From an optimization exercise on the open Yosys and OpenROAD flow, aimed at small area; shortcuts taken in it are not production practice. In this exercise RTL edits were held to simulation tests only and were not proved equivalent to the original. Power and IR drop assume default switching activity.

== build 4 ==
==> flow/design.v <==
`timescale              1ns/1ps
`default_nettype        none
module EF_PSRAM_CTRL (
    input   wire            clk,
    input   wire            rst_n,
    input   wire            load,        
    input   wire            busy,        
    input   wire [31:0]     wdata,
    input   wire [22:0]     addr,
    input   wire [1:0]      size,        
    input   wire            rd_wr,
    input   wire            qspi,
    input   wire            qpi,
    input   wire            short_cmd,
    input   wire [3:0]      wait_states,
    input   wire [7:0]      cmd,
    output  wire            done,
    output  reg  [31:0]     sr,
    output  reg             sck,
    output  reg             ce_n,
    input   wire [3:0]      din,
    output  wire [3:0]      dout,
    output  wire [3:0]      douten
);
    reg  [6:0]  c;
    reg         d0;              
    wire        spi     = ~(qpi | qspi);
    wire        word    = size[1];
    wire        half    = size[0];
    wire [6:0]  dend    = word ? 7'd88 : half ? 7'd72 : 7'd64;
    wire [3:0]  ws      = rd_wr ? wait_states : 4'd0;
    wire        pf      = &c[6:4];
    wire        at_end  = ~short_cmd & ~pf & (c == dend);
    assign done = short_cmd ? (c == (qpi ? 7'd56 : 7'd32))
                            : (pf ? (c[3:0] == 4'hF) : (at_end & (ws == 4'd0)));
    wire        in_data = c >= 7'd56;
    wire        past    = pf | at_end;
    wire        bitmode = spi | (qspi & ~qpi & ~c[6] & ~c[5]);
    wire        by4     = ~bitmode & ~pf;
    always @(posedge clk)
        if (ce_n | done)
            c <= 7'd24;
        else if (at_end)
            c <= {3'b111, ~ws};
        else
            c <= c + {4'd0, sck & by4, 1'b0, sck & ~by4};
    always @(posedge clk or negedge rst_n)
        if (!rst_n)
            sck <= 1'b0;
        else
            sck <= ~(ce_n | done | sck);
    always @(posedge clk or negedge rst_n)
        if (!rst_n)
            ce_n <= 1'b1;
        else
            ce_n <= ~busy | done;
    wire        shift = sck & in_data;
    wire [31:0] sr_ld = {wdata[7:0], wdata[15:8], wdata[23:16], wdata[31:24]};
    wire [31:0] sr_sh = spi ? {sr[30:0], din[1]} : {sr[27:0], din};
    wire        hold  = ~load & ~shift;
    always @(posedge clk) begin
        sr  <= ({32{hold}} & sr) | ({32{load}} & sr_ld) | ({32{~load & shift}} & sr_sh);
        if (load)
            d0  <= spi & word & wdata[0];
    end
    wire [3:0]  sr_head = (addr[1:0] == 2'd0) ? sr[31:28] :
                          (addr[1:0] == 2'd1) ? sr[23:20] :
                          (addr[1:0] == 2'd2) ? sr[15:12] :
                                                sr[7:4];
    wire [2:0]  q = c[4:2];
    reg  [3:0]  nib;
    always @*
        case (q)
            3'd6:   nib = cmd[7:4];
            3'd7:   nib = cmd[3:0];
            3'd0:   nib = {1'b0, addr[22:20]};
            3'd1:   nib = addr[19:16];
            3'd2:   nib = addr[15:12];
            3'd3:   nib = addr[11:8];
            3'd4:   nib = addr[7:4];
            default:nib = addr[3:0];
        endcase
    wire        head_bit = nib[~c[1:0]];
    assign dout[3:1] = in_data ? (past ? 3'b000 : sr_head[3:1]) : nib[3:1];
    assign dout[0]   = in_data ? (past ? d0 : (spi ? sr_head[3] : sr_head[0]))
                               : (bitmode ? head_bit : nib[0]);
    wire        oe_off  = in_data & rd_wr;
    assign douten[0]    = bitmode | ~oe_off;
    assign douten[3:1]  = {3{~bitmode & ~oe_off}};
endmodule
`timescale              1ns/1ps
`default_nettype        none
module EF_PSRAM_CTRL_AHBL #(parameter REGISTER_HWDATA = 1)
(
    input   wire            HCLK,
    input   wire            HRESETn,
    input   wire            HSEL,
    input   wire [31:0]     HADDR,
    input   wire [31:0]     HWDATA,
    input   wire [1:0]      HTRANS,
    input   wire [2:0]      HSIZE,
    input   wire            HWRITE,
    input   wire            HREADY,
    output  reg             HREADYOUT,
    output  reg [31:0]      HRDATA,
    output  wire            sck,
    output  wire            ce_n,
    input   wire [3:0]      din,
    output  wire [3:0]      dout,
    output  wire [3:0]      douten
);
    reg [22:0]  last_HADDR;
    reg         last_cfg;            
    reg         last_HWRITE;
    reg [1:0]   last_HSIZE;          
    reg         last_ahb_addr_phase;
    wire        ahb_addr_phase  = HTRANS[1] & HSEL & HREADY;
    always @(posedge HCLK)
        if (HREADY) begin
            last_HADDR  <= HADDR[22:0];
            last_cfg    <= HADDR[23];
            last_HWRITE <= HWRITE;
            last_HSIZE  <= HSIZE[1:0];
        end
    always @(posedge HCLK or negedge HRESETn)
        if (!HRESETn)
            last_ahb_addr_phase <= 1'b0;
        else
            last_ahb_addr_phase <= ahb_addr_phase;
    reg [7:0]   RD_CMD_REG;
    reg [7:0]   WR_CMD_REG;
    reg [7:0]   EQPI_CMD_REG;
    reg [7:0]   XQPI_CMD_REG;
    reg [3:0]   WAIT_STATES_REG;
    reg [1:0]   MODE_REG;
    reg         ENTER_QPI_REG;
    reg         EXIT_QPI_REG;
    wire        cfg_we = last_ahb_addr_phase & last_cfg & last_HWRITE;
    always @(posedge HCLK)
        if (!HRESETn) begin
            RD_CMD_REG      <= 8'h03;
            WR_CMD_REG      <= 8'h02;
            EQPI_CMD_REG    <= 8'h35;
            XQPI_CMD_REG    <= 8'hF5;
            WAIT_STATES_REG <= 4'd0;
            MODE_REG        <= 2'd0;
            ENTER_QPI_REG   <= 1'b0;
            EXIT_QPI_REG    <= 1'b0;
        end
        else if (cfg_we) begin
            if (last_HADDR[8])  RD_CMD_REG      <= HWDATA[7:0];
            if (last_HADDR[9])  WR_CMD_REG      <= HWDATA[7:0];
            if (last_HADDR[10]) EQPI_CMD_REG    <= HWDATA[7:0];
            if (last_HADDR[11]) XQPI_CMD_REG    <= HWDATA[7:0];
            if (last_HADDR[12]) WAIT_STATES_REG <= HWDATA[3:0];
            if (last_HADDR[13]) MODE_REG        <= HWDATA[1:0];
            if (last_HADDR[14]) ENTER_QPI_REG   <= HWDATA[0];
            if (last_HADDR[15]) EXIT_QPI_REG    <= HWDATA[0];
        end
    wire        done;
    wire        busy = ~HREADYOUT & ~last_ahb_addr_phase & ~last_cfg;
    always @(posedge HCLK or negedge HRESETn)
        if (!HRESETn)
            HREADYOUT <= 1'b1;
        else
            HREADYOUT <= ~ahb_addr_phase & ~last_ahb_addr_phase & (HREADYOUT | last_cfg | done);
    wire        rd_wr   = ~last_HWRITE;
    wire        short_cmd = ENTER_QPI_REG | EXIT_QPI_REG;
    wire [7:0]  cmd     = ENTER_QPI_REG ? EQPI_CMD_REG :
                          EXIT_QPI_REG  ? XQPI_CMD_REG :
                          rd_wr         ? RD_CMD_REG   :
                                          WR_CMD_REG;
    wire [31:0] sr;
    EF_PSRAM_CTRL MCTRL (
        .clk(HCLK),
        .rst_n(HRESETn),
        .load(last_ahb_addr_phase),
        .busy(busy),
        .wdata(HWDATA),
        .addr(last_HADDR),
        .size(last_HSIZE),
        .rd_wr(rd_wr),
        .qspi(MODE_REG[0]),
        .qpi(MODE_REG[1]),
        .short_cmd(short_cmd),
        .wait_states(WAIT_STATES_REG),
        .cmd(cmd),
        .done(done),
        .sr(sr),
        .sck(sck),
        .ce_n(ce_n),
        .din(din),
        .dout(dout),
        .douten(douten)
    );
    wire        is_word = last_HSIZE[1];
    wire        is_half = last_HSIZE[0];
    wire        is_byte = ~is_word & ~is_half;
    wire [1:0]  lane    = last_HADDR[1:0];
    wire b0 = is_byte & (lane == 2'd0);
    wire b1 = is_byte & (lane == 2'd1);
    wire b2 = is_byte & (lane == 2'd2);
    wire b3 = is_byte & (lane == 2'd3);
    wire h0 = ~is_word & is_half & ~lane[1];
    wire h2 = ~is_word & is_half & lane[1];
    always @* begin
        HRDATA[7:0]   = ({8{is_word}} & sr[31:24]) | ({8{h0}} & sr[15:8]) | ({8{b0}} & sr[7:0]);
        HRDATA[15:8]  = ({8{is_word}} & sr[23:16]) | ({8{h0 | b1}} & sr[7:0]);
        HRDATA[23:16] = ({8{is_word | h2}} & sr[15:8]) | ({8{b2}} & sr[7:0]);
        HRDATA[31:24] = {8{is_word | h2 | b3}} & sr[7:0];
    end
endmodule
Settings: LEC_CHECK=0, ABC_AREA=1, CAP_MARGIN=0, CORE_MARGIN=2, CORE_UTILIZATION=40, GPL_TIMING_DRIVEN=0, SLEW_MARGIN=0; clock period 10.0 ns.
standard.sh (not shown) runs the stock make flow with config.mk's settings and CLKGATE_MAP_FILE= SYNTH_SCRIPT=/design/flow/synth_recipe.tcl, a recipe that flattens the netlist after the stock synthesis.
==> flow/flow/run.sh <==
#!/bin/bash
# Layout flow: the standard synthesis, then the combinational logic is
# re-mapped by ABC for area (flip-flops untouched, proven equivalent), then
# the standard ORFS layout with buf_1 port buffers and a CTS without dummy loads.
set -euo pipefail
HERE=$(pwd)
FL=$HERE/flow
LIB=$FLOW_HOME/platforms/sky130hd/lib/sky130_fd_sc_hd__tt_025C_1v80.lib
YOSYS=$FLOW_HOME/../tools/install/yosys/bin/yosys
[ -x "$YOSYS" ] || YOSYS=yosys
RES=$HERE/orfs/results/sky130hd/EF_PSRAM_CTRL_AHBL/base

export BUFFER_PORTS_ARGS="-buffer_cell sky130_fd_sc_hd__buf_1"
export CTS_ARGS="${CTS_ARGS_OVERRIDE:--sink_clustering_enable -repair_clock_nets -dont_use_dummy_load -buf_list sky130_fd_sc_hd__clkbuf_8}"

# 1. standard synthesis
bash standard.sh synth > synth_standard.log 2>&1
cp $RES/1_2_yosys.v $HERE/synth_standard.v

# 2. re-map the combinational logic
cat > $HERE/remap.ys <<EOF
read_liberty -ignore_miss_func $LIB
read_verilog $HERE/synth_standard.v
hierarchy -top $FLOW_TOP
blackbox sky130_fd_sc_hd__df* sky130_fd_sc_hd__edf*
flatten
opt -purge
abc -script $FL/remap.abc -liberty $LIB -dont_use *probe* -dont_use *lpflow*
opt_clean -purge
hilomap -singleton -hicell sky130_fd_sc_hd__conb_1 HI -locell sky130_fd_sc_hd__conb_1 LO
insbuf -buf sky130_fd_sc_hd__buf_4 A X
splitnets
opt_clean -purge
tee -o $HERE/remap_stat.txt stat -liberty $LIB
write_verilog -noattr -nohex -nodec $HERE/synth_remap.v
EOF
$YOSYS -s $HERE/remap.ys > remap_yosys.log 2>&1

# 3. prove the re-mapped logic equal to the standard synthesis (flip-flops cut)
python3 $FL/cut_flops.py $HERE/synth_standard.v $HERE/eq_std.v
python3 $FL/cut_flops.py $HERE/synth_remap.v $HERE/eq_remap.v
cat > $HERE/equiv.ys <<EOF
read_liberty -ignore_miss_func $LIB
read_verilog $HERE/eq_std.v
rename $FLOW_TOP gold
read_verilog $HERE/eq_remap.v
rename $FLOW_TOP gate
miter -equiv -flatten -make_outputs gold gate miter
hierarchy -top miter
sat -verify -prove trigger 0 miter
EOF
$YOSYS -s $HERE/equiv.ys > equiv_yosys.log 2>&1
grep -q "SUCCESS" equiv_yosys.log

# 4. layout from the re-mapped netlist
cp $HERE/synth_remap.v $RES/1_2_yosys.v
touch $RES/1_2_yosys.v
bash standard.sh > layout_standard.log 2>&1
==> flow/flow/remap.abc <==
strash
&get -n
&deepsyn -T 240
&put
dch
amap
mfs2
strash
dch
amap
mfs2
strash
dch
amap
Other scripts of this flow, unchanged in this note and not shown: flow/flow/cut_flops.py
Input-level comparison between build 56 and build 4:
--- a/flow/flow/run.sh
+++ b/flow/flow/run.sh
@@ -1,5 +1,7 @@
 #!/bin/bash
-# Layout flow: the standard synthesis, then the combinational logic is
-# re-mapped by ABC for area (flip-flops untouched, proven equivalent), then
-# the standard ORFS layout with buf_1 port buffers and a CTS without dummy loads.
+# Layout flow: the standard synthesis; then the combinational logic is
+# re-synthesised by ABC for area (flip-flops untouched; several ABC seeds are
+# tried and the smallest netlist is kept, after a SAT proof that it equals the
+# standard synthesis); then the standard ORFS layout, with buf_1 port buffers
+# and a CTS without dummy loads.
 set -euo pipefail
@@ -11,5 +13,7 @@
 RES=$HERE/orfs/results/sky130hd/EF_PSRAM_CTRL_AHBL/base
+SEEDS="${REMAP_SEEDS:-1 2 3 4 5 6 7 8}"
+DSTIME="${REMAP_TIME:-200}"
 
 export BUFFER_PORTS_ARGS="-buffer_cell sky130_fd_sc_hd__buf_1"
-export CTS_ARGS="${CTS_ARGS_OVERRIDE:--sink_clustering_enable -repair_clock_nets -dont_use_dummy_load -buf_list sky130_fd_sc_hd__clkbuf_8}"
+export CTS_ARGS="-sink_clustering_enable -repair_clock_nets -dont_use_dummy_load -buf_list sky130_fd_sc_hd__clkbuf_8"
 
@@ -19,4 +23,6 @@
 
-# 2. re-map the combinational logic
-cat > $HERE/remap.ys <<EOF
+# 2. re-synthesise the combinational logic, one ABC run per seed
+for s in $SEEDS; do
+  printf '%s\n' strash '&get -n' "&deepsyn -S $s -T $DSTIME" '&put' strash amap > $HERE/remap_$s.abc
+  cat > $HERE/remap_$s.ys <<EOF
 read_liberty -ignore_miss_func $LIB
@@ -27,3 +33,3 @@
 opt -purge
-abc -script $FL/remap.abc -liberty $LIB -dont_use *probe* -dont_use *lpflow*
+abc -script $HERE/remap_$s.abc -liberty $LIB -dont_use *probe* -dont_use *lpflow*
 opt_clean -purge
@@ -33,8 +39,20 @@
 opt_clean -purge
-tee -o $HERE/remap_stat.txt stat -liberty $LIB
-write_verilog -noattr -nohex -nodec $HERE/synth_remap.v
+tee -o $HERE/remap_stat_$s.txt stat -liberty $LIB
+write_verilog -noattr -nohex -nodec $HERE/synth_remap_$s.v
 EOF
-$YOSYS -s $HERE/remap.ys > remap_yosys.log 2>&1
+  $YOSYS -s $HERE/remap_$s.ys > remap_yosys_$s.log 2>&1 &
+  # at most NUM_CORES runs at a time
+  while [ "$(jobs -rp | wc -l)" -ge "${NUM_CORES:-4}" ]; do sleep 1; done
+done
+wait
+best=""; barea=""
+for s in $SEEDS; do
+  a=$(grep "Chip area for module" $HERE/remap_stat_$s.txt | awk '{print $NF}' || true)
+  [ -n "$a" ] || continue
+  if [ -z "$barea" ] || awk "BEGIN{exit !($a < $barea)}"; then best=$s; barea=$a; fi
+done
+echo "remap: seed $best, area $barea" | tee remap_choice.log
+cp $HERE/synth_remap_$best.v $HERE/synth_remap.v
 
-# 3. prove the re-mapped logic equal to the standard synthesis (flip-flops cut)
+# 3. prove the re-synthesised logic equal to the standard synthesis (flip-flops cut)
 python3 $FL/cut_flops.py $HERE/synth_standard.v $HERE/eq_std.v
@@ -54,3 +72,3 @@
 
-# 4. layout from the re-mapped netlist
+# 4. layout from the re-synthesised netlist
 cp $HERE/synth_remap.v $RES/1_2_yosys.v
removed: flow/flow/remap.abc
Results
Build 4 → build 56: synthesized area went down by 21 µm², shortest clock period the worst path allows after layout has decreased.
Build 56 reached the end of the flow, and the finished layout is clean on the timing, DRC and antenna checks.
In the flow results for build 4 and build 56, the average routed wire per standard cell is larger on build 56.
Comparing count of placed standard cells including taps for build 4 and build 56, the smaller number came from build 4.
Going from build 4 to build 56, met2 track utilization from global routing has decreased; global-route usage has increased; growth of design area from synthesis to finish has increased; die area has decreased; via count of the first global-routing pass has decreased.
Synthesized cell count is lower on build 4
Sum of net half-perimeters after detailed placement (higher): build 56
Here is what was changed in the inputs of build 86 compared with build 56.
--- a/flow/flow/run.sh
+++ b/flow/flow/run.sh
@@ -13,3 +13,3 @@
 RES=$HERE/orfs/results/sky130hd/EF_PSRAM_CTRL_AHBL/base
-SEEDS="${REMAP_SEEDS:-1 2 3 4 5 6 7 8}"
+SEEDS="${REMAP_SEEDS:-1 2 3 4}"
 DSTIME="${REMAP_TIME:-200}"
@@ -36,3 +36,3 @@
 hilomap -singleton -hicell sky130_fd_sc_hd__conb_1 HI -locell sky130_fd_sc_hd__conb_1 LO
-insbuf -buf sky130_fd_sc_hd__buf_4 A X
+insbuf -buf sky130_fd_sc_hd__buf_1 A X
 splitnets
@@ -43,4 +43,2 @@
   $YOSYS -s $HERE/remap_$s.ys > remap_yosys_$s.log 2>&1 &
-  # at most NUM_CORES runs at a time
-  while [ "$(jobs -rp | wc -l)" -ge "${NUM_CORES:-4}" ]; do sleep 1; done
 done
[summary]
- Both conditions hold for build 86: the flow ran to the end and the final layout passed the timing, DRC and antenna checks.
- The final critical path time including I/O delays and setup in build 86 sits 37 ps below the value recorded for build 56.
- Diff build 56 and build 86: total half-perimeter wirelength after legalization and detailed placement higher in build 56
- Build 56 → build 86: highest attainable clock frequency picked up an extra about 0.7%; mean area per synthesized cell neither gained nor lost much; die span in y neither gained nor lost much; switching power share of the total neither gained nor lost much; ratio of cells with drive above 1 in the final layout lost 0.61 points.
- met1 track demand over resource ended up 0.80 points lower on build 86 than on build 56.
- Build 86 against build 56: final area has remained practically unchanged; core occupancy in the finished layout has increased.
- Diff build 56 and build 86: clock skew lower in build 86
Relative to build 86, the following input files were edited for build 28:
--- a/flow/flow/run.sh
+++ b/flow/flow/run.sh
@@ -36,3 +36,3 @@
 hilomap -singleton -hicell sky130_fd_sc_hd__conb_1 HI -locell sky130_fd_sc_hd__conb_1 LO
-insbuf -buf sky130_fd_sc_hd__buf_1 A X
+insbuf -buf sky130_fd_sc_hd__buf_4 A X
 splitnets
==> run notes <==
- Changes observed in build 28 relative to build 86: fmax decreased by 0.70% relative to the old numbers, slack of the critical path decreased by 37 ps relative to the old numbers.
- Relative to build 86, the synthesis-to-finish area growth of build 28 is lower by 0.23 points.

[re-timing with driven ports]
No port has a modelled driver above. Below, the same layouts with a new extraction and two added sets of constraints.
Step 1 assumes that a clkbuf_16 drives the clock port and a buf_2 every other input.
Step 2 moves the port delays by t, midway between the first and last clock arrival at a register: inputs arrive t later, outputs are due t later. That takes back most of the time a late clock gives input paths.
Three values: no drivers, after step 1, after step 2; two values: the first two.
run	shift t [ns]	setup WS [ns]	worst hold slack (ns)	worst slew at a driven data input, ns	cell pins on the clock port's net
build 4	0.413	4.566 / 4.531 / 4.944	0.477 / 0.477 / 0.477	0.05	1
build 56	0.416	4.731 / 4.693 / 5.109	0.471 / 0.471 / 0.471	0.04	1
build 86	0.413	4.768 / 4.733 / 5.075	0.466 / 0.466 / 0.466	0.04	1
build 28	0.416	4.731 / 4.693 / 5.109	0.471 / 0.471 / 0.471	0.04	1
After both steps every run listed still meets setup and hold.
